What follows belongs to an exercise in optimizing a design on an open flow for small area, a short achievable clock period and few clock cycles; a production flow would make more cautious choices.
RTL that was checked went through simulation tests only; none was proved equivalent to the original.
Only the layout flow was run in runs 1, 5 and 6; the RTL was not checked for function there.
No driver is modelled on the clock port, so clocking that relies on it looks cheaper here than on a real chip.
Power figures rest on the tool's default switching activity, not on a simulated workload.

===== design/flow/config.mk =====
export PLATFORM = sky130hd
export DESIGN_NAME = MIPS
export DESIGN_NICKNAME = MIPS
export VERILOG_FILES = /design/flow/design.v
export SDC_FILE = /design/flow/constraint.sdc
export NUM_CORES = 4
export LEC_CHECK = 0
export CAP_MARGIN = 50
export CORE_MARGIN = 2
export CORE_UTILIZATION = 40
export CTS_CLUSTER_DIAMETER = 100
export CTS_CLUSTER_SIZE = 25
export SLEW_MARGIN = 50
export SYNTH_HIERARCHICAL = 1

===== design/flow/constraint.sdc =====
create_clock -name core_clock -period 24.0 [get_ports {clk}]
set_input_delay 4.8000 -clock core_clock [delete_from_list [all_inputs] [get_ports {clk}]]
set_output_delay 4.8000 -clock core_clock [all_outputs]
set_load 0.01 [all_outputs]

===== design/flow/design.v =====
module MIPS(clk, reset, imem_addr, imem_data, dmem_addr, dmem_wdata, dmem_we, dmem_rdata);
	input clk, reset;
	output [31:0] imem_addr;
	input [31:0] imem_data;
	output [31:0] dmem_addr, dmem_wdata;
	output dmem_we;
	input [31:0] dmem_rdata;
	reg [29:0] pc;              
	reg [29:0] pcn;             
	reg [31:0] ir;              
	reg        v;               
	reg [31:0] m_res, m_wdata;  
	reg [31:0] m_addr;          
	reg [4:0]  m_rd;            
	reg        m_we, m_ld;      
	reg [31:0] rf [1:31];       
	assign imem_addr  = {pc, 2'b00};
	assign dmem_addr  = m_addr;
	assign dmem_wdata = m_wdata;
	assign dmem_we    = m_we;
	wire [5:0]  op  = ir[31:26];
	wire [5:0]  fn  = ir[5:0];
	wire [4:0]  rs  = ir[25:21];
	wire [4:0]  rt  = ir[20:16];
	wire [4:0]  rd  = ir[15:11];
	wire [15:0] imm = ir[15:0];
	wire rtype  = (op == 6'b000000);
	wire i_add  = rtype & (fn == 6'b100000);
	wire i_sub  = rtype & (fn == 6'b100010);
	wire i_slt  = rtype & (fn == 6'b101010);
	wire i_jr   = rtype & (fn == 6'b001000);
	wire i_lw   = (op == 6'b100011);
	wire i_sw   = (op == 6'b101011);
	wire i_bne  = (op == 6'b000101);
	wire i_xori = (op == 6'b001110);
	wire i_j    = (op == 6'b000010);
	reg  [31:0] sel_a, sel_b;
	wire [31:0] wdec;
	dec5 dwr (.x(m_rd), .y(wdec));
	wire [31:0] src [0:31];
	assign src[0] = m_res;
	genvar g, h;
	generate
		for (g = 1; g < 32; g = g + 1) begin : srcs
			assign src[g] = rf[g];
		end
	endgenerate
	wire [31:0] a, b;
	generate
		for (h = 0; h < 32; h = h + 1) begin : rbit
			wire [9:0] ta, tb;
			for (g = 0; g < 10; g = g + 1) begin : grp
				aoi222 ua (.a0(src[3*g][h]), .s0(sel_a[3*g]), .a1(src[3*g+1][h]), .s1(sel_a[3*g+1]),
				           .a2(src[3*g+2][h]), .s2(sel_a[3*g+2]), .y(ta[g]));
				aoi222 ub (.a0(src[3*g][h]), .s0(sel_b[3*g]), .a1(src[3*g+1][h]), .s1(sel_b[3*g+1]),
				           .a2(src[3*g+2][h]), .s2(sel_b[3*g+2]), .y(tb[g]));
			end
			rdtail ra (.t(ta), .a0(src[30][h]), .s0(sel_a[30]), .a1(src[31][h]), .s1(sel_a[31]), .y(a[h]));
			rdtail rb (.t(tb), .a0(src[30][h]), .s0(sel_b[30]), .a1(src[31][h]), .s1(sel_b[31]), .y(b[h]));
		end
	endgenerate
	wire [31:0] res;
	alu32 alu (.a(a), .b(b), .imm(imm), .use_imm(i_lw | i_sw), .do_sub(i_sub | i_slt),
	           .is_xori(i_xori), .is_slt(i_slt), .res(res));
	wire ne;
	neq32 cmp (.a(a), .b(b), .ne(ne));
	wire [29:0] pc_seq, pc_br;
	wire [29:0] pci = ~pcn;
	pcadd pca (.pc(pci), .imm(imm), .seq(pc_seq), .br(pc_br));
	wire s_j   = v & i_j;
	wire s_jr  = v & i_jr;
	wire bnev  = v & i_bne;
	wire s_br  = bnev & ne;
	wire s_seq = ~(s_j | s_jr | s_br);
	wire [29:0] pc_next = ({30{s_j}}   & {pci[29:26], ir[25:0]}) |
	                      ({30{s_jr}}  & a[31:2]) |
	                      ({30{s_br}}  & pc_br) |
	                      ({30{s_seq}} & pc_seq);
	wire       wr_reg = v & (i_add | i_sub | i_slt | i_xori | i_lw);
	wire [4:0] dst    = rtype ? rd : rt;
	wire [4:0] rd_n   = wr_reg ? dst : 5'd0;    
	wire [31:0] nrs_dec, nrt_dec, ndst_dec;
	dec5 dns (.x(imem_data[25:21]), .y(nrs_dec));
	dec5 dnt (.x(imem_data[20:16]), .y(nrt_dec));
	dec5 dnd (.x(rd_n), .y(ndst_dec));
	wire        fwa_n   = (imem_data[25:21] == rd_n) & (rd_n != 5'd0);
	wire        fwb_n   = (imem_data[20:16] == rd_n) & (rd_n != 5'd0);
	wire [31:0] sel_a_n = {nrs_dec[31:1] & ~ndst_dec[31:1], fwa_n};
	wire [31:0] sel_b_n = {nrt_dec[31:1] & ~ndst_dec[31:1], fwb_n};
	always @(posedge clk) begin
		if (reset) begin
			pc   <= 30'd0;
			pcn  <= ~30'd0;
			m_addr <= 32'd0;
			v    <= 1'b0;
			m_we <= 1'b0;
			m_rd <= 5'd0;
		end else begin
			pc   <= pc_next;
			pcn  <= ~pc_next;
			m_addr <= res;
			v    <= 1'b1;
			m_we <= v & i_sw;
			m_rd <= rd_n;
		end
		sel_a   <= sel_a_n;
		sel_b   <= sel_b_n;
		ir      <= imem_data;
		m_res   <= res;
		m_wdata <= b;
		m_ld    <= i_lw;
	end
	wire [31:0] wdata = m_ld ? dmem_rdata : m_res;
	integer j;
	always @(posedge clk)
		for (j = 1; j < 32; j = j + 1)
			if (wdec[j]) rf[j] <= wdata;
endmodule
module dec5(x, y);
	input [4:0] x;
	output [31:0] y;
	assign y = 32'b1 << x;
endmodule
module aoi222(a0, s0, a1, s1, a2, s2, y);
	input a0, s0, a1, s1, a2, s2;
	output y;
	assign y = ~((a0 & s0) | (a1 & s1) | (a2 & s2));
endmodule
module rdtail(t, a0, s0, a1, s1, y);
	input [9:0] t;
	input a0, s0, a1, s1;
	output y;
	assign y = ~&t | (a0 & s0) | (a1 & s1);
endmodule
module alu32(a, b, imm, use_imm, do_sub, is_xori, is_slt, res);
	input [31:0] a, b;
	input [15:0] imm;
	input use_imm, do_sub, is_xori, is_slt;
	output [31:0] res;
	wire [31:0] addb = use_imm ? {{16{imm[15]}}, imm} : (do_sub ? ~b : b);
	wire [31:0] sum;
	add32 add (.a(a), .b(addb), .cin(do_sub), .s(sum));
	wire        lt   = (a[31] ^ b[31]) ? a[31] : sum[31];
	assign res = is_xori ? {a[31:16], a[15:0] ^ imm} :
	             is_slt  ? {31'b0, lt} : sum;
endmodule
module add32(a, b, cin, s);
	input [31:0] a, b;
	input cin;
	output [31:0] s;
	wire [31:0] p = a ^ b;
	wire [31:0] c;
	bkprefix #(.N(32)) pf (.g(a & b), .p(p), .cin(cin), .c(c));
	assign s = p ^ c;
endmodule
module bkprefix(g, p, cin, c);
	parameter N = 32;
	input [N-1:0] g, p;
	input cin;
	output [N-1:0] c;
	wire [N:0] gg [0:11];
	wire [N:0] pp [0:11];
	assign gg[0] = {g, cin};
	assign pp[0] = {p, 1'b0};
	genvar t, i;
	generate
		for (t = 1; t <= 11; t = t + 1) begin : lv
			localparam integer L = (t <= 6) ? t - 1 : 11 - t;
			for (i = 0; i <= N; i = i + 1) begin : b
				if ((t <= 6 && ((i + 1) % (2 << L)) == 0) ||
				    (t > 6 && ((i + 1) % (2 << L)) == (1 << L) && i >= (2 << L))) begin : op
					assign gg[t][i] = gg[t-1][i] | (pp[t-1][i] & gg[t-1][i-(1<<L)]);
					assign pp[t][i] = pp[t-1][i] & pp[t-1][i-(1<<L)];
				end else begin : pass
					assign gg[t][i] = gg[t-1][i];
					assign pp[t][i] = pp[t-1][i];
				end
			end
		end
	endgenerate
	assign c = gg[11][N-1:0];
endmodule
module neq32(a, b, ne);
	input [31:0] a, b;
	output ne;
	assign ne = |(a ^ b);
endmodule
module pcadd(pc, imm, seq, br);
	input [29:0] pc;
	input [15:0] imm;
	output [29:0] seq, br;
	wire [29:0] off = {{14{imm[15]}}, imm};
	wire [29:0] p = pc ^ off;
	wire [29:0] c;
	bkprefix #(.N(30)) pf (.g(pc & off), .p(p), .cin(1'b0), .c(c));
	assign br = p ^ c;
	assign seq = pc + 30'd1;
endmodule

===== design/flow/flow/run.sh =====
#!/bin/bash
set -euo pipefail
bash standard.sh BUFFER_PORTS_ARGS="-buffer_cell sky130_fd_sc_hd__buf_2" finish > standard_flow.log 2>&1

===== design/flow/standard.sh =====
#!/bin/bash
# synth_recipe.tcl (not shown) runs the flow's synth.tcl, then flattens the netlist and writes it again
# the make line also repeats each setting of config.mk as NAME=value (left out here)
make -C /OpenROAD-flow-scripts/flow DESIGN_CONFIG=/design/flow/config.mk WORK_HOME=/design/flow/orfs CLKGATE_MAP_FILE= SYNTH_SCRIPT=/design/flow/synth_recipe.tcl "${@:-finish}"

==> impl_metrics.py, run 1 <==
metrics = {
    "worst_setup_path": {
        "path_buf_inv": 1,
        "crit_arrival_ns": 1.57,
        "path_delay_family": "flip-flops",
        "crit_slowest_cell": "dfxtp_1",
        "critPathKind": "reg2out",
        "r2r-start": "sel_b[12]",
        "startpoint": "m_addr[1]",
        "worst_setup_path_start_kind": "flop",
        "end_kind": "output port",
        "required_ns": 19.20,
        "path_cells": "buf_2",
        "cpPeakStageDelay_ns": 0.59,
        "cp_max_fo": 1,
    },
    "sta": {
        "slew_headroom_pct": 43.7,
        "worstMarginPinSlew_ns": 0.844,
        "fin_crit_sh_pct": 26.5,
        "fin_crit_ns": 6.37,
        "rsz0062_at_grt": "no",
        "max_freq_ghz": 0.157,
        "setup_ws_ns": 17.63,
        "final_max_slew_viol_count": 0,
        "hold_viol_final": 0,
        "tns_ns": 0,
        "worst_clock_skew_ns": 0.0740,
        "finalHoldWorstSlack_ns": 0.537,
        "setup_violations": 0,
    },
    "pwr": {
        "p_per_area_mw_per_mm2": 82.0,
        "p_total_mw": 4.72,
        "leakage_nw": 19.7,
        "vdd_drop_max_v": 0.0000749,
    },
    "logic_synthesis": {
        "synthCells": 3428,
        "syn_area_mm2": 0.0518,
        "yosys_warnings": 11,
        "syn_avg_cell_area_um2": 15.1,
    },
    "clock_network": {
        "cts_tree": "built",
        "cts-resized-gates": 0,
        "clock_sinks": 1252,
        "htreeDepth": 2,
        "cts_hold_buf": 0,
        "path_clk_slew_ns": 0.10,
        "clockRootBuffer": "clkbuf_16",
        "clock_latency_ns": 0.77,
        "numCtsBuffers": 59,
        "postCtsSetupRepairBufs": 0,
        "ctsLongestPathBuffers": 3,
    },
    "layout": {
        "drive_gt1_share_pct": 14.7,
        "nNetsFinal": 3838,
        "final_cell_area_mm2": 0.0576,
        "final_cells": 5504,
        "final-seq-area_mm2": 0.0350,
        "areaGrowthSynthToFinish_pct": 11.3,
        "multiInputGateArea_mm2": 0.0166,
        "final_util_pct": 44.7,
        "nFillCells": 11400,
    },
    "placed_design": {
        "dpl.cell_count": 5386,
        "pre_cts_ws_ns": 18.12,
        "portBuffers": 160,
        "gp_congestion": 0.900,
        "postPlaceCellArea_mm2": 0.0557,
        "dp_hpwl_mm": 120,
    },
    "floorplanning": {
        "die_w_um": 364,
        "core_mm2": 0.129,
        "start_util_pct": 40.2,
        "placement_rows": 132,
        "io_pins": 163,
        "die_area_mm2": 0.132,
        "fp.dieH_um": 364,
    },
    "grt": {
        "grt_use_total_pct": 30.5,
        "first_global_vias": 37000,
        "grt_antenna_before_repair": 8,
        "grt_max_degree": 97,
        "grt-ovfl-total": 0,
        "grt_pass1_wl_mm": 283,
    },
    "status": {
        "status": "timing/DRC/antenna clean",
    },
    "detailed_routing": {
        "drc_errors": 0,
        "wirelength_mm": 209,
        "via_per_inst": 7.13,
        "drtIter0Drc": 9855,
        "ant_nets": 0,
        "dr.pass1.iters": 13,
        "avgRoutedWirePerCell_um": 38.0,
        "vias": 39200,
    },
    "min_path": {
        "min-delay-start": "v",
        "hold_path_class": "reg2reg",
    },
    "flow_run": {
        "cap_viol_max_count": 0,
    },
}
-- cells in the final DEF (no fill, tap or decap), types with 13 or more instances in the layout --
master / count
o21ai_0: 17
clkbuf_16: 59
dfxtp_1: 223
o21ai_1: 16
nor2b_1: 95
a222oi_1: 640
nand2_1: 224
nand4_1: 151
xnor2_1: 75
a41oi_1: 27
clkbuf_1: 37
nand3_1: 22
or4_4: 64
inv_1: 37
buf_2: 159
a41o_1: 27
buf_4: 102
edfxtp_1: 992
ha_1: 63
mux2_2: 33
dfxtp_2: 37
nor2_1: 160
nand3b_1: 13
nor2_4: 33
a21oi_1: 24
xor2_1: 107
a22o_1: 96
a21o_1: 41
-- report_power, final --
group | internal, mW | switching (mW) | leakage, nW
combinational | 0.201 | 0.584 | 7.76
clock | 0.488 | 0.713 | 0.865
sequential | 2.66 | 0.0829 | 11.1
total | 3.34 | 1.38 | 19.7
-- registers in the layout (all words and copies together), names as in the netlist --
signal	cells
pcn	30
v	1
m_ld	1
pc	30
m_addr	32
sel_b	32
rf	992
m_we	1
ir	32
m_wdata	32
m_res	32
m_rd	5
sel_a	32
-- cell type report --
class	count	area share, %
well taps	1742	3.78
diodes	5	0.0217
inverters	38	0.247
flip-flops and latches	1252	60.8
multi-input cells	2076	28.8
clock inverters	13	0.349
repair buffers	282	3.23
clock buffers	96	2.80
-- final timing paths --
check	slack, ns	depth (start not counted)	to
setup / recovery	17.63	1	dmem_addr[1]
hold / removal	0.54	2	m_we
setup reg to reg	18.17	18	m_addr[28]
hold reg to reg	0.54	2	m_we
-- routing by layer --
metal,track usage [%],share of wire (%)
met2,44.2,42
met5,0,0.0053
met1,39.9,36
met3,10.1,16
met4,18.0,6.8
==> run 2, diff against run 1 <==
--- a/design/flow/design.v
+++ b/design/flow/design.v
@@ -8,3 +8,2 @@
 	reg [29:0] pc;              
-	reg [29:0] pcn;             
 	reg [31:0] ir;              
@@ -12,3 +11,2 @@
 	reg [31:0] m_res, m_wdata;  
-	reg [31:0] m_addr;          
 	reg [4:0]  m_rd;            
@@ -17,3 +15,3 @@
 	assign imem_addr  = {pc, 2'b00};
-	assign dmem_addr  = m_addr;
+	assign dmem_addr  = m_res;
 	assign dmem_wdata = m_wdata;
@@ -67,4 +65,3 @@
 	wire [29:0] pc_seq, pc_br;
-	wire [29:0] pci = ~pcn;
-	pcadd pca (.pc(pci), .imm(imm), .seq(pc_seq), .br(pc_br));
+	pcadd pca (.pc(pc), .imm(imm), .seq(pc_seq), .br(pc_br));
 	wire s_j   = v & i_j;
@@ -74,3 +71,3 @@
 	wire s_seq = ~(s_j | s_jr | s_br);
-	wire [29:0] pc_next = ({30{s_j}}   & {pci[29:26], ir[25:0]}) |
+	wire [29:0] pc_next = ({30{s_j}}   & {pc[29:26], ir[25:0]}) |
 	                      ({30{s_jr}}  & a[31:2]) |
@@ -92,4 +89,2 @@
 			pc   <= 30'd0;
-			pcn  <= ~30'd0;
-			m_addr <= 32'd0;
 			v    <= 1'b0;
@@ -99,4 +94,2 @@
 			pc   <= pc_next;
-			pcn  <= ~pc_next;
-			m_addr <= res;
 			v    <= 1'b1;
==> run 2 against run 1 <==
Compared with the run above:
- still clean
- non-clock buffer count shrank 1
- first-iteration DRC count rose by 0.33%
- critical path depth unchanged
- combinational power decreased by 5.0%
- hold slack better by 0.0081 ns
- maximum frequency is 0.61% lower
- register-to-register slack better by 0.50 ns
- sequential power is 4% lower
- cell area fell by 3.6%
- final cell count fell by 5.2%
- utilization increased by 0.19 points
==> impl_metrics.py, run 2 <==
metrics = {
    "sta": {
        "final_max_slew_viol_count": 0,
        "slew_headroom_pct": 46.1,
        "fin_crit_ns": 6.41,
        "worst_clock_skew_ns": 0.0463,
        "setup_ws_ns": 17.59,
        "rsz0062_at_grt": "no",
        "hold_viol_final": 0,
        "fin_crit_sh_pct": 26.7,
        "max_freq_ghz": 0.156,
        "setup_violations": 0,
        "worstMarginPinSlew_ns": 0.809,
        "tns_ns": 0,
    },
    "layout": {
        "nNetsFinal": 3667,
        "areaGrowthSynthToFinish_pct": 11.1,
        "nFillCells": 10900,
        "n_antenna_cell": 0,
        "top_register": "rf",
        "largest_register_ffs": 992,
        "final_util_pct": 44.9,
        "drive_gt1_share_pct": 15.1,
        "final_common_cell": "edfxtp_1",
        "mostFrequentLayoutCells": "edfxtp_1, a222oi_1, nand2_1, dfxtp_1",
    },
    "floorplanning": {
        "die_w_um": 358,
        "core_mm2": 0.124,
        "placement_rows": 129,
        "fp.dieH_um": 358,
        "start_util_pct": 40.4,
        "die_area_mm2": 0.128,
        "io_pins": 163,
    },
    "logic_synthesis": {
        "synthCells": 3261,
        "yosys_warnings": 11,
        "syn_avg_cell_area_um2": 15.3,
        "syn_area_mm2": 0.0500,
    },
    "detailed_routing": {
        "dr.pass1.iters": 12,
        "wirelength_mm": 203,
        "drc_errors": 0,
        "vias": 38000,
        "ant_nets": 0,
        "drtIter0Drc": 9888,
        "avgRoutedWirePerCell_um": 38.8,
        "via_per_inst": 7.29,
    },
    "clock_network": {
        "cts-resized-gates": 0,
        "cts_hold_buf": 0,
        "path_clk_slew_ns": 0.12,
        "numCtsBuffers": 54,
        "clockRootBuffer": "clkbuf_16",
        "cts_tree": "built",
        "htreeDepth": 2,
        "ctsLongestPathBuffers": 3,
        "postCtsSetupRepairBufs": 0,
        "clock_sinks": 1190,
        "clock_latency_ns": 0.73,
    },
    "status": {
        "status": "timing/DRC/antenna clean",
    },
    "worst_setup_path": {
        "crit_slowest_cell": "dfxtp_1",
        "path_buf_inv": 1,
        "required_ns": 19.20,
        "path_delay_family": "flip-flops",
        "cpPeakStageDelay_ns": 0.66,
        "worst_setup_path_start_kind": "flop",
        "crit_arrival_ns": 1.61,
        "end_kind": "output port",
        "cp_max_fo": 4,
        "critPathKind": "reg2out",
        "path_cells": "buf_2",
    },
    "grt": {
        "grt_antenna_before_repair": 6,
        "grt_use_total_pct": 30.5,
        "first_global_vias": 35400,
        "grt-ovfl-total": 0,
        "grt_max_degree": 50,
        "grt_pass1_wl_mm": 274,
    },
    "pwr": {
        "p_total_mw": 4.48,
        "vdd_drop_max_v": 0.0000890,
        "power.internal_mw": 3.17,
        "p_switching_mw": 1.31,
        "pwr-share-comb_pct": 16.6,
        "p_per_area_mw_per_mm2": 80.7,
        "power_switching_share_pct": 29.3,
        "leakage_nw": 18.6,
        "seqPwrFrac_pct": 58.6,
        "power_frac_clock_pct": 24.7,
    },
    "min_path": {
        "hold_path_class": "reg2reg",
    },
    "placed_design": {
        "dp_hpwl_mm": 115,
        "portBuffers": 160,
        "pre_cts_ws_ns": 17.88,
        "gp_congestion": 0.922,
    },
    "flow_run": {
        "cap_viol_max_count": 0,
    },
}
-- run 2: metrics by stage --
step | area (µm²) | std cells | hold slack (ns)
2_1_floorplan | 50000 | 3263 | 0.441
3_3_place_gp | 53600 | 5107 | 0.529
3_5_place_dp | 53800 | 5113 | 0.543
4_1_cts | 55400 | 5214 | 0.555
5_1_grt | 55600 | 5220 | 0.580
6_report | 55600 | 5220 | 0.545
-- run 2: cell type report --
type,instances,area (µm²),share of cell area [%]
clock inverters,7,121,0.218
inverters,7,26.3,0.0473
multi-input cells,2004,16200,29.1
well taps,1637,2050,3.69
clock buffers,94,1510,2.72
repair buffers,281,1890,3.40
flip-flops and latches,1190,33800,60.8
-- run 2: power by group through the flow --
stage / sequential [mW] / clock, mW / combinational, mW
finish: 2.63 / 1.11 / 0.746
global route: 2.63 / 1.18 / 0.771
CTS: 2.62 / 1.11 / 0.718
detailed placement: 2.66 / 0 / 0.714
global placement: 2.67 / 0 / 0.705
floorplan: 2.63 / 0 / 0.371
-- run 2: metal layers --
metal	up-vias	part of all wire, %	global-route usage, %
li1	15100	-	-
met1	18800	36	41.7
met2	3576	41	43.1
met3	552	16	9.76
met4	0	6.1	16.0
met5	-	0	0
-- run 2: final timing paths --
path | start | to | slack [ns] | cells after the start
min reg2reg | pc[29] | pc[29] | 0.55 | 2
min | pc[29] | pc[29] | 0.55 | 2
max reg2reg | sel_b[12] | m_res[0] | 18.67 | 18
max | m_res[7] | dmem_addr[7] | 17.59 | 1
Testbench counts of run 2, summed over its fixed seeds: cycles 63,693.
==> run 3, diff against run 2 <==
==> design/flow/flow/run.sh (replaced) <==
#!/bin/bash
set -euo pipefail
bash standard.sh BUFFER_PORTS_ARGS="-buffer_cell sky130_fd_sc_hd__buf_2" \
  POST_CTS_TCL="$PWD/flow/upsize_out.tcl" finish > standard_flow.log 2>&1
==> design/flow/flow/upsize_out.tcl (new file) <==
# POST_CTS hook: the flip-flops that drive output ports (through their port
# buffers) get the strongest drive of their cell type, since their wires to
# the pins are long; then the placement is legalized again.
proc net_driver_inst {net} {
  foreach it [$net getITerms] {
    if {[$it isOutputSignal]} { return [$it getInst] }
  }
  return ""
}
set n 0
set block [ord::get_db_block]
foreach bt [$block getBTerms] {
  if {[$bt getIoType] ne "OUTPUT"} { continue }
  set buf [net_driver_inst [$bt getNet]]
  if {$buf eq ""} { continue }
  foreach it [$buf getITerms] {
    if {![$it isInputSignal]} { continue }
    set src [net_driver_inst [$it getNet]]
    if {$src eq ""} { continue }
    set ref [[$src getMaster] getName]
    if {[regexp {^sky130_fd_sc_hd__dfxtp_[12]$} $ref]} {
      replace_cell [$src getName] sky130_fd_sc_hd__dfxtp_4
      incr n
    }
  }
}
puts "upsize_out: $n output flip-flops upsized"
detailed_placement
check_placement -verbose
--- a/design/flow/config.mk
+++ b/design/flow/config.mk
@@ -9,5 +9,6 @@
 export CORE_MARGIN = 2
-export CORE_UTILIZATION = 40
+export CORE_UTILIZATION = 60
 export CTS_CLUSTER_DIAMETER = 100
 export CTS_CLUSTER_SIZE = 25
+export PLACE_DENSITY = 0.72
 export SLEW_MARGIN = 50
==> run 3 against run 2 <==
Compared with the run above:
- still clean
- critical path depth stayed put
- first-iteration DRC count is 33% higher
- hold slack worse by 0.015 ns
- synthesized area stayed put
- register-to-register slack worse by 0.29 ns
- largest power group unchanged
==> impl_metrics.py, run 3 <==
metrics = {
    "clock_network": {
        "path_clk_slew_ns": 0.10,
        "cts_tree": "built",
        "clock_latency_ns": 0.71,
        "clock_sinks": 1190,
    },
    "status": {
        "status": "timing/DRC/antenna clean",
    },
    "worst_setup_path": {
        "startpoint": "m_res[13]",
        "path_delay_family": "flip-flops",
        "required_ns": 19.20,
        "crit_slowest_cell": "dfxtp_4",
        "path_cells": "buf_2",
        "critPathKind": "reg2out",
        "worst_setup_path_start_kind": "flop",
        "path_buf_inv": 1,
        "crit_arrival_ns": 1.37,
        "rr_worst_depth": 17,
        "cp_max_fo": 4,
        "r2r-start": "ir[26]",
        "cp.depth": 1,
        "cpPeakStageDelay_ns": 0.48,
        "end_kind": "output port",
    },
    "sta": {
        "fin_crit_ns": 6.17,
        "worstMarginPinSlew_ns": 0.868,
        "worst_clock_skew_ns": 0.0422,
        "slew_headroom_pct": 42.0,
        "rsz0062_at_grt": "no",
        "max_freq_ghz": 0.162,
        "fin_crit_sh_pct": 25.7,
        "tns_ns": 0,
        "setup_ws_ns": 17.83,
        "final_max_slew_viol_count": 0,
        "hold_viol_final": 0,
        "setup_violations": 0,
    },
    "logic_synthesis": {
        "synthCells": 3261,
        "syn_area_mm2": 0.0500,
        "yosys_warnings": 11,
        "syn_avg_cell_area_um2": 15.3,
    },
    "floorplanning": {
        "die_area_mm2": 0.0856,
        "fp.dieH_um": 293,
        "start_util_pct": 60.8,
        "io_pins": 163,
        "core_mm2": 0.0822,
        "die_w_um": 293,
        "placement_rows": 105,
    },
    "flow_run": {
        "cap_viol_max_count": 0,
    },
    "pwr": {
        "leakage_nw": 18.7,
        "p_switching_mw": 1.25,
        "power.internal_mw": 3.18,
        "seqPwrFrac_pct": 59.5,
        "pwr-share-comb_pct": 16.1,
        "p_per_area_mw_per_mm2": 80.2,
        "power_frac_clock_pct": 24.5,
        "vdd_drop_max_v": 0.000126,
        "power_switching_share_pct": 28.3,
    },
    "detailed_routing": {
        "vias": 40800,
        "via_per_inst": 8.74,
        "dr.pass1.iters": 17,
        "ant_nets": 0,
        "wirelength_mm": 210,
        "drc_errors": 0,
        "drtIter0Drc": 13200,
        "avgRoutedWirePerCell_um": 45.0,
    },
    "min_path": {
        "hold_path_class": "reg2reg",
        "holdPathStages": 2,
        "min-delay-start": "pc[29]",
    },
    "layout": {
        "drive_gt1_share_pct": 16.9,
        "nNetsFinal": 3674,
        "largest_register_ffs": 992,
        "final_cells": 4663,
        "mostFrequentLayoutCells": "edfxtp_1, a222oi_1, nand2_1, nor2_1, buf_2",
        "top_register": "rf",
        "final-seq-area_mm2": 0.0341,
        "areaGrowthSynthToFinish_pct": 10.5,
        "final_common_cell": "edfxtp_1",
        "nFillCells": 5734,
        "multiInputGateArea_mm2": 0.0162,
    },
    "placed_design": {
        "pre_cts_ws_ns": 17.88,
        "gp_congestion": 0.957,
        "portBuffers": 160,
        "dpl.cell_count": 4556,
        "dp_hpwl_mm": 115,
    },
    "grt": {
        "grt-ovfl-total": 0,
        "grt_max_degree": 50,
        "first_global_vias": 39000,
        "grt_antenna_before_repair": 7,
        "grt_pass1_wl_mm": 284,
        "grt_use_total_pct": 47.5,
    },
}
run 3: metal layers:
layer	global-route usage (%)	vias to the layer above	wire length [µm]
met2	65.6	5113	83800
met3	23.2	1199	44400
met4	31.8	12	18400
met5	0.908	-	333
met1	59.0	19300	63000
li1	-	15200	-
run 3: area by class of cell:
cell class	instances	share of cell area, %
Clock buffer	92	2.70
Antenna cell	4	0.0181
Inverter	7	0.0476
Clock inverter	8	0.147
Timing Repair Buffer	288	3.65
Sequential cell	1190	61.7
Tap cell	1070	2.42
Multi-Input combinational cell	2004	29.3
run 3: worst reg2reg max path, stage by stage (launching register included):
cell and delay, ns:
dfxtp_1 0.40, or4_1 0.73, nor4_2 0.30, buf_4 0.59
xnor2_1 0.23, o21ai_1 0.11, ha_1 0.39, nand4_1 0.22
nor2_1 0.27, a32oi_1 0.30, a211oi_1 0.40, o21ai_0 0.17
a31o_2 0.24, a21oi_1 0.39, xor2_1 0.29, nor2_1 0.07
o211ai_1 0.20, a22o_1 0.26
run 3: final timing paths:
kind,end,slack (ns)
worst min register to register,pc[29],0.53
worst min-delay path,pc[29],0.53
worst max-delay path,dmem_addr[13],17.83
worst max register to register,m_res[0],18.38
run 3: per-stage QoR:
stage / power [mW] / hold WS (ns) / utilization (%) / area [µm²]
5_1_grt: 4.50 / 0.558 / 67.2 / 55200
6_report: 4.43 / 0.531 / 67.2 / 55200
3_3_place_gp: 3.29 / 0.514 / 64.4 / 52900
3_5_place_dp: 3.32 / 0.532 / 64.7 / 53200
2_1_floorplan: 3.01 / 0.441 / - / 50000
run 3: power by group through the flow:
stage                     combinational [mW]  clock [mW]  sequential [mW]
after global routing                   0.736        1.14             2.63
after global placement                 0.637           0             2.65
final                                  0.712        1.08             2.64
after floorplan                        0.371           0             2.63
after detailed placement               0.667           0             2.65
==> run 4, diff against run 3 <==
--- a/design/flow/config.mk
+++ b/design/flow/config.mk
@@ -9,6 +9,5 @@
 export CORE_MARGIN = 2
-export CORE_UTILIZATION = 60
+export CORE_UTILIZATION = 40
 export CTS_CLUSTER_DIAMETER = 100
 export CTS_CLUSTER_SIZE = 25
-export PLACE_DENSITY = 0.72
 export SLEW_MARGIN = 50
==> run 4 against run 3 <==
Compared with the run above:
- hold slack gained 0.0032 ns
- sequential power is essentially flat
- combinational power up 4.8%
- cell area increased by 1.3%
- power grew 1.6%
- critical path type unchanged
- largest cell class unchanged
- highest routed layer unchanged
==> impl_metrics.py, run 4 <==
metrics = {
    "detailed_routing": {
        "via_per_inst": 7.27,
        "ant_nets": 0,
        "vias": 38000,
        "drtIter0Drc": 9521,
        "avgRoutedWirePerCell_um": 38.8,
        "wirelength_mm": 203,
        "drc_errors": 0,
        "dr.pass1.iters": 14,
    },
    "worst_setup_path": {
        "ff2ff_setup_slack_ns": 18.66,
        "worst_setup_path_start_kind": "flop",
        "path_buf_inv": 1,
        "rr_worst_depth": 17,
        "cpPeakStageDelay_ns": 0.41,
        "path_cells": "buf_2",
        "critPathKind": "reg2out",
        "path_delay_family": "flip-flops",
        "crit_arrival_ns": 1.38,
        "end_kind": "output port",
        "required_ns": 19.20,
        "crit_slowest_cell": "dfxtp_4",
        "cp_max_fo": 4,
        "r2r-start": "ir[2]",
        "r2r_end": "m_res[0]",
    },
    "sta": {
        "fin_crit_ns": 6.18,
        "setup_violations": 0,
        "slew_headroom_pct": 45.2,
        "hold_viol_final": 0,
        "worstMarginPinSlew_ns": 0.822,
        "final_max_slew_viol_count": 0,
        "worst_clock_skew_ns": 0.0514,
        "max_freq_ghz": 0.162,
        "rsz0062_at_grt": "no",
        "fin_crit_sh_pct": 25.8,
        "tns_ns": 0,
    },
    "floorplanning": {
        "core_mm2": 0.124,
        "die_w_um": 358,
        "start_util_pct": 40.4,
        "io_pins": 163,
        "die_area_mm2": 0.128,
        "fp.dieH_um": 358,
        "placement_rows": 129,
    },
    "pwr": {
        "leakage_nw": 18.7,
        "p_per_area_mw_per_mm2": 80.5,
        "vdd_drop_max_v": 0.0000886,
    },
    "min_path": {
        "min-delay-start": "pc[29]",
        "hold_path_end": "pc[29]",
        "hold_path_class": "reg2reg",
        "holdPathStages": 2,
    },
    "logic_synthesis": {
        "synthCells": 3261,
        "yosys_warnings": 11,
        "syn_area_mm2": 0.0500,
        "syn_avg_cell_area_um2": 15.3,
    },
    "grt": {
        "grt_antenna_before_repair": 5,
        "grt_use_total_pct": 30.5,
        "grt-busiest-layer": "met2",
        "use_met2_pct": 43.1,
        "grt-ovfl-total": 0,
        "met3_usage_pct": 10.0,
        "first_global_vias": 35600,
        "grt_max_degree": 50,
        "grt_util_met1_pct": 41.4,
        "grt_pass1_wl_mm": 274,
    },
    "layout": {
        "final_util_pct": 45.2,
        "nNetsFinal": 3668,
        "mostFrequentLayoutCells": "edfxtp_1, a222oi_1, nand2_1, nor2_1, buf_2",
        "largest_register_ffs": 992,
        "areaGrowthSynthToFinish_pct": 11.9,
        "final_common_cell": "edfxtp_1",
        "top_register": "rf",
        "drive_gt1_share_pct": 17.7,
        "nFillCells": 10900,
    },
    "placed_design": {
        "gp_congestion": 0.922,
        "dp_hpwl_mm": 115,
        "portBuffers": 160,
    },
    "clock_network": {
        "clock_latency_ns": 0.73,
        "path_clk_slew_ns": 0.12,
        "cts_tree": "built",
        "clock_sinks": 1190,
    },
    "status": {
        "status": "timing/DRC/antenna clean",
    },
    "flow_run": {
        "cap_viol_max_count": 0,
    },
}
run 4: routing by layer:
layer	vias to the layer above	wire [µm]
met3	550	33100
li1	15200	-
met2	3507	83400
met5	-	130
met1	18800	73300
met4	2	12600
run 4: report_power, final:
group	leakage, nW	switching (mW)	internal (mW)
clock	0.767	0.668	0.441
combinational	7.31	0.553	0.193
sequential	10.6	0.0935	2.55
total	18.7	1.32	3.19
run 4: worst max path at each step:
stage                     to          start  cells after the start  slack [ns]
2_1_floorplan       sel_a[0]  imem_data[24]                      5       18.24
3_3_place_gp        sel_a[0]  imem_data[24]                      6       17.85
3_5_place_dp        sel_b[0]  imem_data[17]                      6       17.88
5_1_grt        dmem_addr[30]      m_res[30]                      1       17.81
6_report       dmem_addr[30]      m_res[30]                      1       17.82
run 4: area by class of cell:
cell class                      count  area (µm²)  share of cell area, %
Tap cell                         1637        2050                   3.66
Sequential cell                  1190       34200                   61.1
Clock inverter                      7         121                  0.217
Antenna cell                        4        10.0                 0.0179
Multi-Input combinational cell   2004       16200                   28.9
Clock buffer                       94        1510                   2.70
Inverter                            7        26.3                 0.0470
Timing Repair Buffer              282        1900                   3.40
run 4: stage by stage:
| step | instances | hold WS (ns) | instance area, µm² | total power, mW | setup slack (ns) |
|---|---|---|---|---|---|
| 2_1_floorplan | 3263 | 0.441 | 50000 | 3.01 | 18.24 |
| 3_3_place_gp | 5107 | 0.529 | 53600 | 3.37 | 17.85 |
| 3_5_place_dp | 5113 | 0.543 | 53800 | 3.38 | 17.88 |
| 5_1_grt | 5221 | 0.551 | 55900 | 4.60 | 17.81 |
| 6_report | 5225 | 0.534 | 55900 | 4.50 | 17.82 |
==> run 5, diff against run 4 <==
--- a/design/flow/design.v
+++ b/design/flow/design.v
@@ -34,5 +34,11 @@
 	wire i_j    = (op == 6'b000010);
-	reg  [31:0] sel_a, sel_b;
-	wire [31:0] wdec;
-	dec5 dwr (.x(m_rd), .y(wdec));
+	wire [31:0] rs_dec, rt_dec, wdec, mdec;
+	dec5 drs (.x(rs),   .y(rs_dec));
+	dec5 drt (.x(rt),   .y(rt_dec));
+	dec5 dwr (.x(m_rd), .y(wdec));    
+	dec5n dmr (.x(m_rd), .y(mdec));   
+	wire fwa = (rs == m_rd) & (m_rd != 5'd0);
+	wire fwb = (rt == m_rd) & (m_rd != 5'd0);
+	wire [31:0] sel_a = {rs_dec[31:1] & mdec[31:1], fwa};
+	wire [31:0] sel_b = {rt_dec[31:1] & mdec[31:1], fwb};
 	wire [31:0] src [0:31];
@@ -77,11 +83,2 @@
 	wire [4:0] dst    = rtype ? rd : rt;
-	wire [4:0] rd_n   = wr_reg ? dst : 5'd0;    
-	wire [31:0] nrs_dec, nrt_dec, ndst_dec;
-	dec5 dns (.x(imem_data[25:21]), .y(nrs_dec));
-	dec5 dnt (.x(imem_data[20:16]), .y(nrt_dec));
-	dec5 dnd (.x(rd_n), .y(ndst_dec));
-	wire        fwa_n   = (imem_data[25:21] == rd_n) & (rd_n != 5'd0);
-	wire        fwb_n   = (imem_data[20:16] == rd_n) & (rd_n != 5'd0);
-	wire [31:0] sel_a_n = {nrs_dec[31:1] & ~ndst_dec[31:1], fwa_n};
-	wire [31:0] sel_b_n = {nrt_dec[31:1] & ~ndst_dec[31:1], fwb_n};
 	always @(posedge clk) begin
@@ -96,6 +93,4 @@
 			m_we <= v & i_sw;
-			m_rd <= rd_n;
+			m_rd <= wr_reg ? dst : 5'd0;
 		end
-		sel_a   <= sel_a_n;
-		sel_b   <= sel_b_n;
 		ir      <= imem_data;
@@ -115,2 +110,7 @@
 	assign y = 32'b1 << x;
+endmodule
+module dec5n(x, y);
+	input [4:0] x;
+	output [31:0] y;
+	assign y = ~(32'b1 << x);
 endmodule
==> run 5 against run 4 <==
Compared with the run above:
- still clean
- utilization about the same
- final cell count decreased by 2.6%
- critical path depth increased by 21
- flip-flop and latch count decreased by 64
- register-to-register slack got worse by 1.2 ns
- cell area decreased by 2.9%
- maximum frequency decreased by 5.4%
- power decreased by 2.6%
- synthesized area decreased by 2.8%
- first-iteration DRC count increased by 4.7%
- sequential share of layout area decreased by 0.60 points
- die area decreased by 2.8%
- critical endpoint is now m_res[0]
- largest power group unchanged
==> impl_metrics.py, run 5 <==
metrics = {
    "worst_setup_path": {
        "crit_arrival_ns": 7.23,
        "startpoint": "m_rd[4]",
        "ff2ff_setup_slack_ns": 17.46,
        "worst_setup_path_start_kind": "flop",
        "cp_max_fo": 32,
        "path_buf_inv": 2,
        "end_kind": "flop",
        "path_delay_family": "simple AND/OR/NAND/NOR gates",
        "r2r_end": "m_res[0]",
        "cpPeakStageDelay_ns": 0.65,
        "critPathKind": "reg2reg",
        "path_cells": "nor2b_1 -> nand2_1 -> and2_2 -> buf_4 -> a222oi_1 -> nand4_1 -> or4_4 -> xor2_1 -> nor2_1 -> nor2_1 -> ha_1 -> inv_1 -> nor4_1 -> a32oi_1 -> a211oi_1 -> o21ai_0 -> a31o_2 -> a21oi_1 -> xor2_1 -> nor2_1 -> o211ai_1 -> a22o_1",
        "crit_top_cell": "nor2_1",
        "r2r-start": "m_rd[4]",
        "crit_slowest_cell": "or4_4",
        "rr_worst_depth": 22,
        "required_ns": 24.69,
    },
    "sta": {
        "setup_violations": 0,
        "rsz0062_at_grt": "no",
        "setup_ws_ns": 17.46,
        "hold_viol_final": 0,
        "slew_headroom_pct": 47.6,
        "worst_clock_skew_ns": 0.0775,
        "finalHoldWorstSlack_ns": 0.573,
        "worstMarginPinSlew_ns": 0.785,
        "tns_ns": 0,
        "fin_crit_sh_pct": 27.2,
        "fin_crit_ns": 6.54,
        "final_max_slew_viol_count": 0,
        "max_freq_ghz": 0.153,
    },
    "placed_design": {
        "dp_hpwl_mm": 114,
        "dpl.cell_count": 4989,
        "pre_cts_ws_ns": 17.80,
        "postPlaceCellArea_mm2": 0.0522,
        "portBuffers": 160,
        "gp_congestion": 0.993,
    },
    "floorplanning": {
        "core_mm2": 0.120,
        "die_area_mm2": 0.124,
        "placement_rows": 127,
        "fp.dieH_um": 352,
        "io_pins": 163,
        "die_w_um": 352,
        "start_util_pct": 40.4,
    },
    "layout": {
        "drive_gt1_share_pct": 18.2,
        "final_common_cell": "edfxtp_1",
        "final_cells": 5090,
        "n_antenna_cell": 0,
        "final_cell_area_mm2": 0.0543,
        "largest_register_ffs": 992,
        "nFillCells": 10600,
        "final_util_pct": 45.2,
        "areaGrowthSynthToFinish_pct": 11.8,
        "nNetsFinal": 3563,
        "mostFrequentLayoutCells": "edfxtp_1, a222oi_1, nand4_1, nand2_1, buf_2",
        "top_register": "rf",
    },
    "detailed_routing": {
        "ant_nets": 0,
        "vias": 37300,
        "via_per_inst": 7.32,
        "wirelength_mm": 195,
        "drc_errors": 0,
        "dr.pass1.iters": 14,
        "avgRoutedWirePerCell_um": 38.4,
        "drtIter0Drc": 9964,
    },
    "logic_synthesis": {
        "syn_area_mm2": 0.0486,
        "synthCells": 3163,
        "syn_avg_cell_area_um2": 15.4,
        "yosys_warnings": 11,
    },
    "flow_run": {
        "cap_viol_max_count": 0,
    },
    "min_path": {
        "hold_path_end": "m_we",
        "holdPathStages": 1,
        "min-delay-start": "ir[29]",
        "hold_path_class": "reg2reg",
    },
    "pwr": {
        "pwr-share-comb_pct": 17.4,
        "power_switching_share_pct": 29.7,
        "seqPwrFrac_pct": 57.8,
        "power_frac_clock_pct": 24.7,
        "vdd_drop_max_v": 0.000101,
        "p_switching_mw": 1.30,
        "p_total_mw": 4.39,
        "p_per_area_mw_per_mm2": 80.8,
        "power.internal_mw": 3.08,
        "leakage_nw": 18.0,
    },
    "grt": {
        "grt_pass1_wl_mm": 267,
        "grt_use_total_pct": 30.1,
        "grt_antenna_before_repair": 9,
        "grt-ovfl-total": 0,
        "first_global_vias": 34600,
        "grt_max_degree": 49,
    },
    "clock_network": {
        "clock_latency_ns": 0.76,
        "path_clk_slew_ns": 0.11,
        "cts_tree": "built",
        "clock_sinks": 1126,
    },
    "status": {
        "status": "timing/DRC/antenna clean",
    },
}
[run 5: layout make-up]
class	instances	area (µm²)	area share, %
Sequential cell	1126	32800	60.5
Multi-Input combinational cell	1970	16100	29.6
Tap cell	1612	2020	3.71
Timing Repair Buffer	278	1760	3.24
Clock buffer	89	1480	2.73
Clock inverter	9	139	0.256
Inverter	6	22.5	0.0415
[run 5: how the worst max path moves through the flow]
stage	end	slack, ns	depth (start not counted)
final	m_res[0]	17.46	22
after global routing	m_res[0]	17.25	22
after detailed placement	m_res[0]	17.80	22
after global placement	m_res[0]	17.92	22
after floorplan	m_res[26]	17.92	18
[run 5: layer usage]
layer | GRT usage, % | up-vias | part of all wire (%)
met5 | 0 | - | 0.014
met2 | 44.8 | 3363 | 43
li1 | - | 14800 | -
met4 | 14.8 | 4 | 5.7
met3 | 8.39 | 447 | 15
met1 | 40.3 | 18600 | 36
[run 5: power by group through the flow]
stage	clock network [mW]	logic [mW]	registers, mW
final	1.08	0.765	2.54
after global routing	1.15	0.789	2.54
after detailed placement	0	0.730	2.55
after global placement	0	0.723	2.56
after floorplan	0	0.378	2.51
[run 5: worst register-to-register path: cells and delay by family, from the launching register on]
kind	cells	cell delay (ns)
compound gates	8	2.21
xor+xnor	2	0.41
fa+ha+maj	1	0.37
buf+inv	2	0.38
flops	1	0.58
simple gates	9	2.60
==> run 6, diff against run 5 <==
--- a/design/flow/design.v
+++ b/design/flow/design.v
@@ -18,2 +18,3 @@
 	assign dmem_we    = m_we;
+	genvar g, h;
 	wire [5:0]  op  = ir[31:26];
@@ -34,14 +35,18 @@
 	wire i_j    = (op == 6'b000010);
-	wire [31:0] rs_dec, rt_dec, wdec, mdec;
-	dec5 drs (.x(rs),   .y(rs_dec));
-	dec5 drt (.x(rt),   .y(rt_dec));
-	dec5 dwr (.x(m_rd), .y(wdec));    
-	dec5n dmr (.x(m_rd), .y(mdec));   
-	wire fwa = (rs == m_rd) & (m_rd != 5'd0);
-	wire fwb = (rt == m_rd) & (m_rd != 5'd0);
-	wire [31:0] sel_a = {rs_dec[31:1] & mdec[31:1], fwa};
-	wire [31:0] sel_b = {rt_dec[31:1] & mdec[31:1], fwb};
+	reg  [3:0]  a_hi, b_hi;
+	reg  [7:0]  a_lo, b_lo;
+	reg         a_fw, b_fw;
+	wire [31:0] sel_a, sel_b;
+	assign sel_a[0] = a_fw;
+	assign sel_b[0] = b_fw;
+	generate
+		for (g = 1; g < 32; g = g + 1) begin : sels
+			assign sel_a[g] = a_hi[g >> 3] & a_lo[g & 7] & ~a_fw;
+			assign sel_b[g] = b_hi[g >> 3] & b_lo[g & 7] & ~b_fw;
+		end
+	endgenerate
+	wire [31:0] wdec;
+	dec5 dwr (.x(m_rd), .y(wdec));
 	wire [31:0] src [0:31];
 	assign src[0] = m_res;
-	genvar g, h;
 	generate
@@ -83,2 +88,5 @@
 	wire [4:0] dst    = rtype ? rd : rt;
+	wire [4:0] rd_n   = wr_reg ? dst : 5'd0;    
+	wire        fwa_n   = (imem_data[25:21] == rd_n) & (rd_n != 5'd0);
+	wire        fwb_n   = (imem_data[20:16] == rd_n) & (rd_n != 5'd0);
 	always @(posedge clk) begin
@@ -93,4 +101,10 @@
 			m_we <= v & i_sw;
-			m_rd <= wr_reg ? dst : 5'd0;
-		end
+			m_rd <= rd_n;
+		end
+		a_hi    <= 4'b1 << imem_data[25:24];
+		a_lo    <= 8'b1 << imem_data[23:21];
+		b_hi    <= 4'b1 << imem_data[20:19];
+		b_lo    <= 8'b1 << imem_data[18:16];
+		a_fw    <= fwa_n;
+		b_fw    <= fwb_n;
 		ir      <= imem_data;
@@ -110,7 +124,2 @@
 	assign y = 32'b1 << x;
-endmodule
-module dec5n(x, y);
-	input [4:0] x;
-	output [31:0] y;
-	assign y = ~(32'b1 << x);
 endmodule
--- a/design/flow/flow/upsize_out.tcl
+++ b/design/flow/flow/upsize_out.tcl
@@ -1,4 +1,5 @@
 # POST_CTS hook: the flip-flops that drive output ports (through their port
-# buffers) get the strongest drive of their cell type, since their wires to
-# the pins are long; then the placement is legalized again.
+# buffers) get the strongest drive of their cell type, and the output port
+# buffers a stronger buffer, since the wires to the pins are long; then the
+# placement is legalized again.
 proc net_driver_inst {net} {
@@ -15,2 +16,5 @@
   if {$buf eq ""} { continue }
+  if {[[$buf getMaster] getName] eq "sky130_fd_sc_hd__buf_2"} {
+    replace_cell [$buf getName] sky130_fd_sc_hd__buf_4
+  }
   foreach it [$buf getITerms] {
==> run 6 against run 5 <==
Compared with the run above:
- critical path depth is 2 lower
- hold slack got worse by 0.043 ns
- clock-buffer cell count is 2 higher
- non-clock buffer count fell by 6
- power is 0.68% higher
- sequential power is 2% higher
- final cell count fell by 1.1%
- still clean
- global-route usage shrank 2.4 points
- synthesized cell count down 2.3%
- highest routed layer unchanged
==> impl_metrics.py, run 6 <==
metrics = {
    "worst_setup_path": {
        "path_delay_family": "compound AO/OA/AOI/OAI gates",
        "cp_max_fo": 41,
        "crit_slowest_cell": "dfxtp_4",
        "cpPeakStageDelay_ns": 0.77,
        "critPathKind": "reg2reg",
        "end_kind": "flop",
        "path_buf_inv": 1,
        "crit_arrival_ns": 6.92,
        "worst_setup_path_start_kind": "flop",
        "required_ns": 24.63,
        "path_cells": "nor2b_1 -> and2_1 -> buf_4 -> a222oi_1 -> nand4_1 -> or4_4 -> xnor2_1 -> o21ai_1 -> ha_1 -> a21oi_1 -> o21ai_0 -> a22oi_1 -> a211oi_1 -> o21ai_0 -> a31o_2 -> a21oi_1 -> xor2_1 -> nor2_1 -> o211ai_1 -> a22o_1",
    },
    "layout": {
        "final_common_cell": "edfxtp_1",
        "final_cell_area_mm2": 0.0546,
        "mostFrequentLayoutCells": "edfxtp_1, a222oi_1, buf_4, nand4_1, nand2_1",
        "areaGrowthSynthToFinish_pct": 12.1,
        "top_register": "rf",
        "drive_gt1_share_pct": 17.7,
        "largest_register_ffs": 992,
        "nNetsFinal": 3491,
    },
    "detailed_routing": {
        "ant_nets": 0,
        "dr.pass1.iters": 12,
        "wirelength_mm": 180,
        "drc_errors": 0,
        "avgRoutedWirePerCell_um": 35.8,
        "via_per_inst": 7.07,
        "drtIter0Drc": 9174,
        "vias": 35600,
    },
    "placed_design": {
        "gp_congestion": 1.00,
        "dp_hpwl_mm": 109,
        "portBuffers": 160,
        "postPlaceCellArea_mm2": 0.0524,
    },
    "sta": {
        "hold_viol_final": 0,
        "slew_headroom_pct": 49.4,
        "finalHoldWorstSlack_ns": 0.530,
        "fin_crit_ns": 6.28,
        "fin_crit_sh_pct": 26.2,
        "tns_ns": 0,
        "setup_violations": 0,
        "rsz0062_at_grt": "no",
        "worst_clock_skew_ns": 0.0551,
        "final_max_slew_viol_count": 0,
        "max_freq_ghz": 0.159,
        "worstMarginPinSlew_ns": 0.751,
    },
    "logic_synthesis": {
        "syn_avg_cell_area_um2": 15.8,
        "syn_area_mm2": 0.0487,
        "synthCells": 3089,
        "yosys_warnings": 11,
    },
    "pwr": {
        "p_switching_mw": 1.28,
        "power_frac_clock_pct": 24.2,
        "leakage_nw": 18.2,
        "pwr-share-comb_pct": 17.3,
        "power_switching_share_pct": 28.9,
        "p_per_area_mw_per_mm2": 80.9,
        "seqPwrFrac_pct": 58.5,
        "power.internal_mw": 3.14,
        "vdd_drop_max_v": 0.000104,
    },
    "floorplanning": {
        "start_util_pct": 40.2,
        "die_area_mm2": 0.125,
        "core_mm2": 0.121,
        "fp.dieH_um": 353,
        "placement_rows": 128,
        "die_w_um": 353,
        "io_pins": 163,
    },
    "clock_network": {
        "cts_tree": "built",
        "clock_latency_ns": 0.73,
        "clock_sinks": 1152,
        "path_clk_slew_ns": 0.10,
    },
    "grt": {
        "grt_antenna_before_repair": 6,
        "grt-ovfl-total": 0,
        "first_global_vias": 32700,
        "grt_max_degree": 49,
        "grt_pass1_wl_mm": 248,
        "grt_use_total_pct": 27.6,
    },
    "status": {
        "status": "timing/DRC/antenna clean",
    },
    "flow_run": {
        "cap_viol_max_count": 0,
    },
    "min_path": {
        "hold_path_class": "reg2reg",
    },
}
==> run 6: layout make-up <==
type / instances / area (µm²)
clock inverters: 7 / 95.1
repair buffers: 272 / 1900
inverters: 11 / 41.3
flip-flops and latches: 1152 / 33400
clock buffers: 91 / 1490
multi-input cells: 1872 / 15600
fillers: 10700 / 66700
diodes: 4 / 10.0
well taps: 1625 / 2030
==> run 6: per-layer routing <==
metal | GRT usage [%] | wire length, µm | part of all wire, % | up-vias
met1 | 38.3 | 67500 | 37 | 17700
met4 | 14.1 | 10100 | 5.6 | 6
met3 | 5.71 | 24600 | 14 | 348
met2 | 41.2 | 77800 | 43 | 2892
li1 | - | - | - | 14600
met5 | 0 | 140 | 0.078 | -
==> run 6: final timing paths <==
check,startpoint,endpoint,slack [ns],cells after the start
min reg2reg,ir[23],pc[23],0.53,2
max,b_fw,m_res[0],17.72,20
min,ir[23],pc[23],0.53,2
max reg2reg,b_fw,m_res[0],17.72,20
==> run 6: metrics by stage <==
step,power [mW],setup WS (ns),instances,util [%]
2_1_floorplan,2.94,18.31,3091,-
3_3_place_gp,3.32,17.80,4930,43.1
3_5_place_dp,3.32,18.08,4931,43.2
5_1_grt,4.52,17.54,5030,45.0
6_report,4.42,17.72,5034,45.0
==> run 6: power by group through the flow <==
stage | clock network, mW | logic, mW | registers [mW]
finish | 1.07 | 0.763 | 2.58
global route | 1.14 | 0.796 | 2.59
detailed placement | 0 | 0.719 | 2.60
global placement | 0 | 0.712 | 2.60
floorplan | 0 | 0.381 | 2.56
==> run 6: tightest hold or removal path: cells and delay by family (launching register included) <==
family / cells / cell delay (ns)
AO/OA/AOI/OAI: 2 / 0.17
flip-flops: 1 / 0.32
==> run 7, diff against run 6 <==
--- a/design/flow/design.v
+++ b/design/flow/design.v
@@ -43,4 +43,4 @@
 		for (g = 1; g < 32; g = g + 1) begin : sels
-			assign sel_a[g] = a_hi[g >> 3] & a_lo[g & 7] & ~a_fw;
-			assign sel_b[g] = b_hi[g >> 3] & b_lo[g & 7] & ~b_fw;
+			assign sel_a[g] = a_hi[g >> 3] & a_lo[g & 7];
+			assign sel_b[g] = b_hi[g >> 3] & b_lo[g & 7];
 		end
@@ -104,5 +104,5 @@
 		a_hi    <= 4'b1 << imem_data[25:24];
-		a_lo    <= 8'b1 << imem_data[23:21];
+		a_lo    <= (8'b1 << imem_data[23:21]) & {8{~fwa_n}};
 		b_hi    <= 4'b1 << imem_data[20:19];
-		b_lo    <= 8'b1 << imem_data[18:16];
+		b_lo    <= (8'b1 << imem_data[18:16]) & {8{~fwb_n}};
 		a_fw    <= fwa_n;
@@ -154,8 +154,8 @@
 	wire [31:0] c;
-	bkprefix #(.N(32)) pf (.g(a & b), .p(p), .cin(cin), .c(c));
+	bkprefix #(.N(32)) pf (.a(a), .b(b), .p(p), .cin(cin), .c(c));
 	assign s = p ^ c;
 endmodule
-module bkprefix(g, p, cin, c);
+module bkprefix(a, b, p, cin, c);
 	parameter N = 32;
-	input [N-1:0] g, p;
+	input [N-1:0] a, b, p;
 	input cin;
@@ -164,3 +164,3 @@
 	wire [N:0] pp [0:11];
-	assign gg[0] = {g, cin};
+	assign gg[0] = {a & b, cin};
 	assign pp[0] = {p, 1'b0};
@@ -196,3 +196,3 @@
 	wire [29:0] c;
-	bkprefix #(.N(30)) pf (.g(pc & off), .p(p), .cin(1'b0), .c(c));
+	bkprefix #(.N(30)) pf (.a(pc), .b(off), .p(p), .cin(1'b0), .c(c));
 	assign br = p ^ c;
==> run 7 against run 6 <==
Compared with the run above:
- still clean on timing, DRC and antenna
- sequential share of layout area is 0.80 points lower
- utilization is 0.29 points higher
- clock-buffer cell count is 2 higher
- sequential power hardly changed
- clock power hardly changed
- first-iteration DRC count hardly changed
- critical path type is now reg2out
- largest cell class unchanged
- largest power group unchanged
- highest routed layer unchanged
==> impl_metrics.py, run 7 <==
metrics = {
    "status": {
        "status": "timing/DRC/antenna clean",
    },
    "sta": {
        "worst_clock_skew_ns": 0.0514,
        "worstMarginPinSlew_ns": 0.778,
        "rsz0062_at_grt": "no",
        "fin_crit_ns": 6.14,
        "max_freq_ghz": 0.163,
        "setup_violations": 0,
        "tns_ns": 0,
        "fin_crit_sh_pct": 25.6,
        "slew_headroom_pct": 48.1,
        "hold_viol_final": 0,
        "final_max_slew_viol_count": 0,
    },
    "worst_setup_path": {
        "critPathKind": "reg2out",
        "crit_slowest_cell": "dfxtp_4",
        "path_cells": "buf_4",
        "required_ns": 19.20,
        "worst_setup_path_start_kind": "flop",
        "path_buf_inv": 1,
        "cp_max_fo": 4,
        "cpPeakStageDelay_ns": 0.46,
        "path_delay_family": "flip-flops",
        "crit_arrival_ns": 1.34,
        "end_kind": "output port",
        "ff2ff_setup_slack_ns": 18.11,
    },
    "grt": {
        "grt-ovfl-total": 0,
        "grt_max_degree": 49,
        "grt_pass1_wl_mm": 258,
        "first_global_vias": 34200,
        "grt_antenna_before_repair": 9,
        "grt_use_total_pct": 28.5,
    },
    "detailed_routing": {
        "vias": 36500,
        "ant_nets": 0,
        "drtIter0Drc": 9170,
        "avgRoutedWirePerCell_um": 36.9,
        "via_per_inst": 7.21,
        "wirelength_mm": 187,
        "dr.pass1.iters": 12,
        "drc_errors": 0,
    },
    "logic_synthesis": {
        "yosys_warnings": 11,
        "syn_area_mm2": 0.0493,
        "synthCells": 3113,
        "syn_avg_cell_area_um2": 15.8,
    },
    "floorplanning": {
        "die_area_mm2": 0.126,
        "core_mm2": 0.122,
        "placement_rows": 128,
        "start_util_pct": 40.4,
        "fp.dieH_um": 355,
        "io_pins": 163,
        "die_w_um": 355,
    },
    "placed_design": {
        "portBuffers": 160,
        "gp_congestion": 0.959,
        "dp_hpwl_mm": 109,
    },
    "pwr": {
        "power_switching_share_pct": 29.0,
        "power_frac_clock_pct": 24.7,
        "pwr-share-comb_pct": 17.7,
        "leakage_nw": 18.2,
        "p_per_area_mw_per_mm2": 81.0,
        "seqPwrFrac_pct": 57.6,
        "p_total_mw": 4.48,
        "power.internal_mw": 3.18,
        "vdd_drop_max_v": 0.0000722,
        "p_switching_mw": 1.30,
    },
    "layout": {
        "nNetsFinal": 3456,
        "final_common_cell": "edfxtp_1",
        "drive_gt1_share_pct": 18.3,
        "areaGrowthSynthToFinish_pct": 12.2,
        "top_register": "rf",
        "nFillCells": 10800,
        "largest_register_ffs": 992,
        "mostFrequentLayoutCells": "edfxtp_1, a222oi_1, buf_4, nand2_1, nand4_1",
    },
    "clock_network": {
        "clock_sinks": 1152,
        "cts_tree": "built",
        "path_clk_slew_ns": 0.11,
        "clock_latency_ns": 0.72,
    },
    "min_path": {
        "hold_path_class": "reg2reg",
    },
    "flow_run": {
        "cap_viol_max_count": 0,
    },
}
-- run 7: power groups by stage --
stage / Sequential (mW) / Combinational (mW) / Clock (mW)
floorplan: 2.56 / 0.418 / 0
global placement: 2.60 / 0.740 / 0
detailed placement: 2.60 / 0.751 / 0
global route: 2.58 / 0.830 / 1.18
finish: 2.58 / 0.795 / 1.10
-- run 7: path summary, 6_finish.rpt --
kind                  start  depth (start not counted)            end
setup reg to reg    b_lo[5]                         19       m_res[0]
setup / recovery  m_res[28]                          1  dmem_addr[28]
hold reg to reg      ir[23]                          2         pc[23]
hold / removal       ir[23]                          2         pc[23]
-- run 7: layout make-up --
class	instances	area, µm²	share of cell area (%)
diodes	3	7.51	0.0136
clock buffers	93	1520	2.75
clock inverters	8	141	0.256
inverters	15	56.3	0.102
multi-input cells	1886	16200	29.2
flip-flops and latches	1152	33400	60.3
well taps	1625	2030	3.68
repair buffers	280	2020	3.65
-- run 7: per-layer routing --
| metal | up-vias | share of wire [%] | GRT usage [%] |
|---|---|---|---|
| li1 | 14700 | - | - |
| met1 | 18200 | 37 | 39.6 |
| met2 | 3091 | 43 | 41.9 |
| met3 | 402 | 15 | 6.53 |
| met4 | 8 | 5.7 | 14.3 |
| met5 | - | 0.027 | 0 |
-- run 7: through the flow --
stage / area [µm²] / setup WS, ns / hold WS (ns) / instances / util (%)
finish: 55300 / 17.86 / 0.533 / 5062 / 45.3
global route: 55300 / 17.87 / 0.533 / 5059 / 45.3
detailed placement: 53000 / 17.66 / 0.503 / 4955 / 43.4
global placement: 52900 / 17.66 / 0.497 / 4950 / 43.3
floorplan: 49300 / 17.76 / 0.481 / 3115 / -
Testbench counts of run 7, summed over its fixed seeds: cycles 63,693.
==> run 8, diff against run 7 <==
--- a/design/flow/design.v
+++ b/design/flow/design.v
@@ -70,9 +70,9 @@
 	endgenerate
-	wire [31:0] res;
-	alu32 alu (.a(a), .b(b), .imm(imm), .use_imm(i_lw | i_sw), .do_sub(i_sub | i_slt),
-	           .is_xori(i_xori), .is_slt(i_slt), .res(res));
+	wire [31:0] res, sum;
+	alu32 alu (.a(i_bne ? {2'b00, pc} : a), .b(b), .imm(imm), .use_imm(i_lw | i_sw | i_bne),
+	           .do_sub(i_sub | i_slt), .is_xori(i_xori), .is_slt(i_slt), .res(res), .sum(sum));
 	wire ne;
 	neq32 cmp (.a(a), .b(b), .ne(ne));
-	wire [29:0] pc_seq, pc_br;
-	pcadd pca (.pc(pc), .imm(imm), .seq(pc_seq), .br(pc_br));
+	wire [29:0] pc_seq = pc + 30'd1;
+	wire [29:0] pc_br  = sum[29:0];
 	wire s_j   = v & i_j;
@@ -136,3 +136,3 @@
 endmodule
-module alu32(a, b, imm, use_imm, do_sub, is_xori, is_slt, res);
+module alu32(a, b, imm, use_imm, do_sub, is_xori, is_slt, res, sum);
 	input [31:0] a, b;
@@ -140,5 +140,4 @@
 	input use_imm, do_sub, is_xori, is_slt;
-	output [31:0] res;
+	output [31:0] res, sum;
 	wire [31:0] addb = use_imm ? {{16{imm[15]}}, imm} : (do_sub ? ~b : b);
-	wire [31:0] sum;
 	add32 add (.a(a), .b(addb), .cin(do_sub), .s(sum));
@@ -189,12 +188 @@
 endmodule
-module pcadd(pc, imm, seq, br);
-	input [29:0] pc;
-	input [15:0] imm;
-	output [29:0] seq, br;
-	wire [29:0] off = {{14{imm[15]}}, imm};
-	wire [29:0] p = pc ^ off;
-	wire [29:0] c;
-	bkprefix #(.N(30)) pf (.a(pc), .b(off), .p(p), .cin(1'b0), .c(c));
-	assign br = p ^ c;
-	assign seq = pc + 30'd1;
-endmodule
==> run 8 against run 7 <==
Compared with the run above:
- flip-flop and latch count unchanged
- sequential power about the same
- global-route usage increased by 1.3 points
- first-iteration DRC count increased by 9.8%
- non-clock buffer count decreased by 7
- power increased by 0.17%
- clock power decreased by 4%
- combinational power increased by 5.0%
- clock skew increased by 0.017 ns
- critical path type unchanged
- critical endpoint is now dmem_addr[0]
- clock-buffer cell count decreased by 3
- synthesized area decreased by 1.6%
- sequential share of layout area increased by 1.1 points
- largest power group unchanged
==> impl_metrics.py, run 8 <==
metrics = {
    "status": {
        "status": "timing/DRC/antenna clean",
    },
    "worst_setup_path": {
        "cp.depth": 1,
        "worst_setup_path_start_kind": "flop",
        "path_delay_family": "flip-flops",
        "critPathKind": "reg2out",
        "cpPeakStageDelay_ns": 0.49,
        "r2r-start": "b_hi[1]",
        "end_kind": "output port",
        "crit_arrival_ns": 1.41,
        "crit_slowest_cell": "dfxtp_4",
        "path_buf_inv": 1,
        "startpoint": "m_res[0]",
        "required_ns": 19.20,
        "path_cells": "buf_4",
        "rr_worst_depth": 18,
        "cp_max_fo": 4,
    },
    "floorplanning": {
        "core_mm2": 0.120,
        "start_util_pct": 40.4,
        "die_area_mm2": 0.124,
        "die_w_um": 352,
        "io_pins": 163,
        "placement_rows": 127,
        "fp.dieH_um": 352,
    },
    "detailed_routing": {
        "ant_nets": 0,
        "avgRoutedWirePerCell_um": 39.0,
        "dr.pass1.iters": 14,
        "vias": 36100,
        "wirelength_mm": 193,
        "via_per_inst": 7.32,
        "drtIter0Drc": 10100,
        "drc_errors": 0,
    },
    "layout": {
        "final_common_cell": "edfxtp_1",
        "nFillCells": 10600,
        "nNetsFinal": 3341,
        "drive_gt1_share_pct": 18.8,
        "final_cells": 4936,
        "areaGrowthSynthToFinish_pct": 11.9,
        "mostFrequentLayoutCells": "edfxtp_1, a222oi_1, buf_4, nand4_1, nand2_1",
        "final_util_pct": 45.2,
        "top_register": "rf",
        "largest_register_ffs": 992,
    },
    "placed_design": {
        "gp_congestion": 0.912,
        "dpl.cell_count": 4831,
        "portBuffers": 160,
        "dp_hpwl_mm": 111,
    },
    "clock_network": {
        "path_clk_slew_ns": 0.11,
        "clock_latency_ns": 0.74,
        "clock_sinks": 1152,
        "cts_tree": "built",
    },
    "pwr": {
        "leakage_nw": 17.5,
        "vdd_drop_max_v": 0.0000958,
        "p_per_area_mw_per_mm2": 82.7,
    },
    "min_path": {
        "hold_path_class": "reg2reg",
        "holdPathStages": 2,
        "min-delay-start": "ir[29]",
    },
    "grt": {
        "grt-busiest-layer": "met2",
        "grt_antenna_before_repair": 8,
        "grt-ovfl-total": 0,
        "first_global_vias": 33900,
        "grt_pass1_wl_mm": 263,
        "use_met2_pct": 41.9,
        "met3_usage_pct": 10.9,
        "grt_max_degree": 49,
        "grt_use_total_pct": 29.8,
        "grt_util_met1_pct": 39.9,
    },
    "sta": {
        "fin_crit_ns": 6.21,
        "slew_headroom_pct": 47.6,
        "max_freq_ghz": 0.161,
        "worst_clock_skew_ns": 0.0687,
        "final_max_slew_viol_count": 0,
        "worstMarginPinSlew_ns": 0.786,
        "setup_violations": 0,
        "fin_crit_sh_pct": 25.9,
        "hold_viol_final": 0,
        "tns_ns": 0,
        "rsz0062_at_grt": "no",
        "finalHoldWorstSlack_ns": 0.581,
    },
    "flow_run": {
        "cap_viol_max_count": 0,
    },
    "logic_synthesis": {
        "synthCells": 3008,
        "yosys_warnings": 10,
        "syn_area_mm2": 0.0485,
        "syn_avg_cell_area_um2": 16.1,
    },
}
-- run 8: area by class of cell --
cell class | count | area (µm²) | share of cell area, %
clock buffer | 90 | 1440 | 2.66
inverter | 12 | 45.0 | 0.0830
timing repair buffer | 273 | 1930 | 3.56
tap | 1612 | 2020 | 3.72
multi-input combinational | 1783 | 15400 | 28.3
sequential | 1152 | 33300 | 61.5
clock inverter | 6 | 77.6 | 0.143
antenna | 8 | 20.0 | 0.0369
-- run 8: final timing paths --
kind | to | slack, ns
setup reg to reg | pc[20] | 18.26
hold / removal | m_we | 0.58
setup / recovery | dmem_addr[0] | 17.79
hold reg to reg | m_we | 0.58
-- run 8: report_power, final --
| group | switching [mW] | internal [mW] | total, mW |
|---|---|---|---|
| registers | 0.103 | 2.49 | 2.59 |
| logic | 0.587 | 0.248 | 0.835 |
| clock network | 0.639 | 0.418 | 1.06 |
-- run 8: stage by stage --
stage / area (µm²) / power, mW / worst slack, ns
finish: 54200 / 4.49 / 17.79
global route: 54200 / 4.58 / 17.82
detailed placement: 52100 / 3.38 / 17.50
global placement: 52000 / 3.38 / 17.61
floorplan: 48500 / 2.99 / 17.83
-- run 8: worst register-to-register path: stages (launching register included) --
cell	delay (ns)
dfxtp_1	0.39
and2_1	0.19
buf_4	0.31
a222oi_1	0.41
nand4_1	0.50
or4_4	0.68
xnor2_1	0.16
o21ai_1	0.29
xor2_1	0.13
a32o_1	0.27
a31o_2	0.25
nor2b_1	0.18
o21ai_1	0.25
nand2_1	0.21
a31oi_1	0.41
o21ai_0	0.15
xor3_1	0.24
a222oi_1	0.45
o22ai_1	0.12
-- run 8: layer usage --
layer | vias to the layer above | share of wire, %
met5 | - | 0.12
met4 | 8 | 6.2
met2 | 3313 | 41
met1 | 18000 | 36
li1 | 14300 | -
met3 | 479 | 17
Testbench counts of run 8, summed over its fixed seeds: cycles 63,693.

==> port drivers added, routing unchanged <==
No port has a modelled driver above. Below, the same layouts with a new extraction and two added sets of constraints.
Step 1 assumes that a clkbuf_16 drives the clock port and a buf_2 every other input.
Step 2 times the ports against the registers' clock, not the clock port: input delays grow and output delays shrink by t, the midpoint of the rising clock arrivals with the driver on.
a / b / c = ideal ports / drivers / drivers and shift; a / b = the first two.
run	shift t [ns]	setup WS [ns]
run 1	0.817	17.629 / 17.544 / 18.071
run 2	0.776	17.589 / 17.516 / 17.867
run 3	0.760	17.834 / 17.761 / 17.846
run 4	0.781	17.818 / 17.743 / 17.851
run 5	0.791	17.463 / 17.463 / 17.463
run 6	0.776	17.718 / 17.718 / 17.718
run 7	0.772	17.861 / 17.784 / 17.623
run 8	0.781	17.793 / 17.714 / 17.466
After both steps every run listed still meets setup and hold.
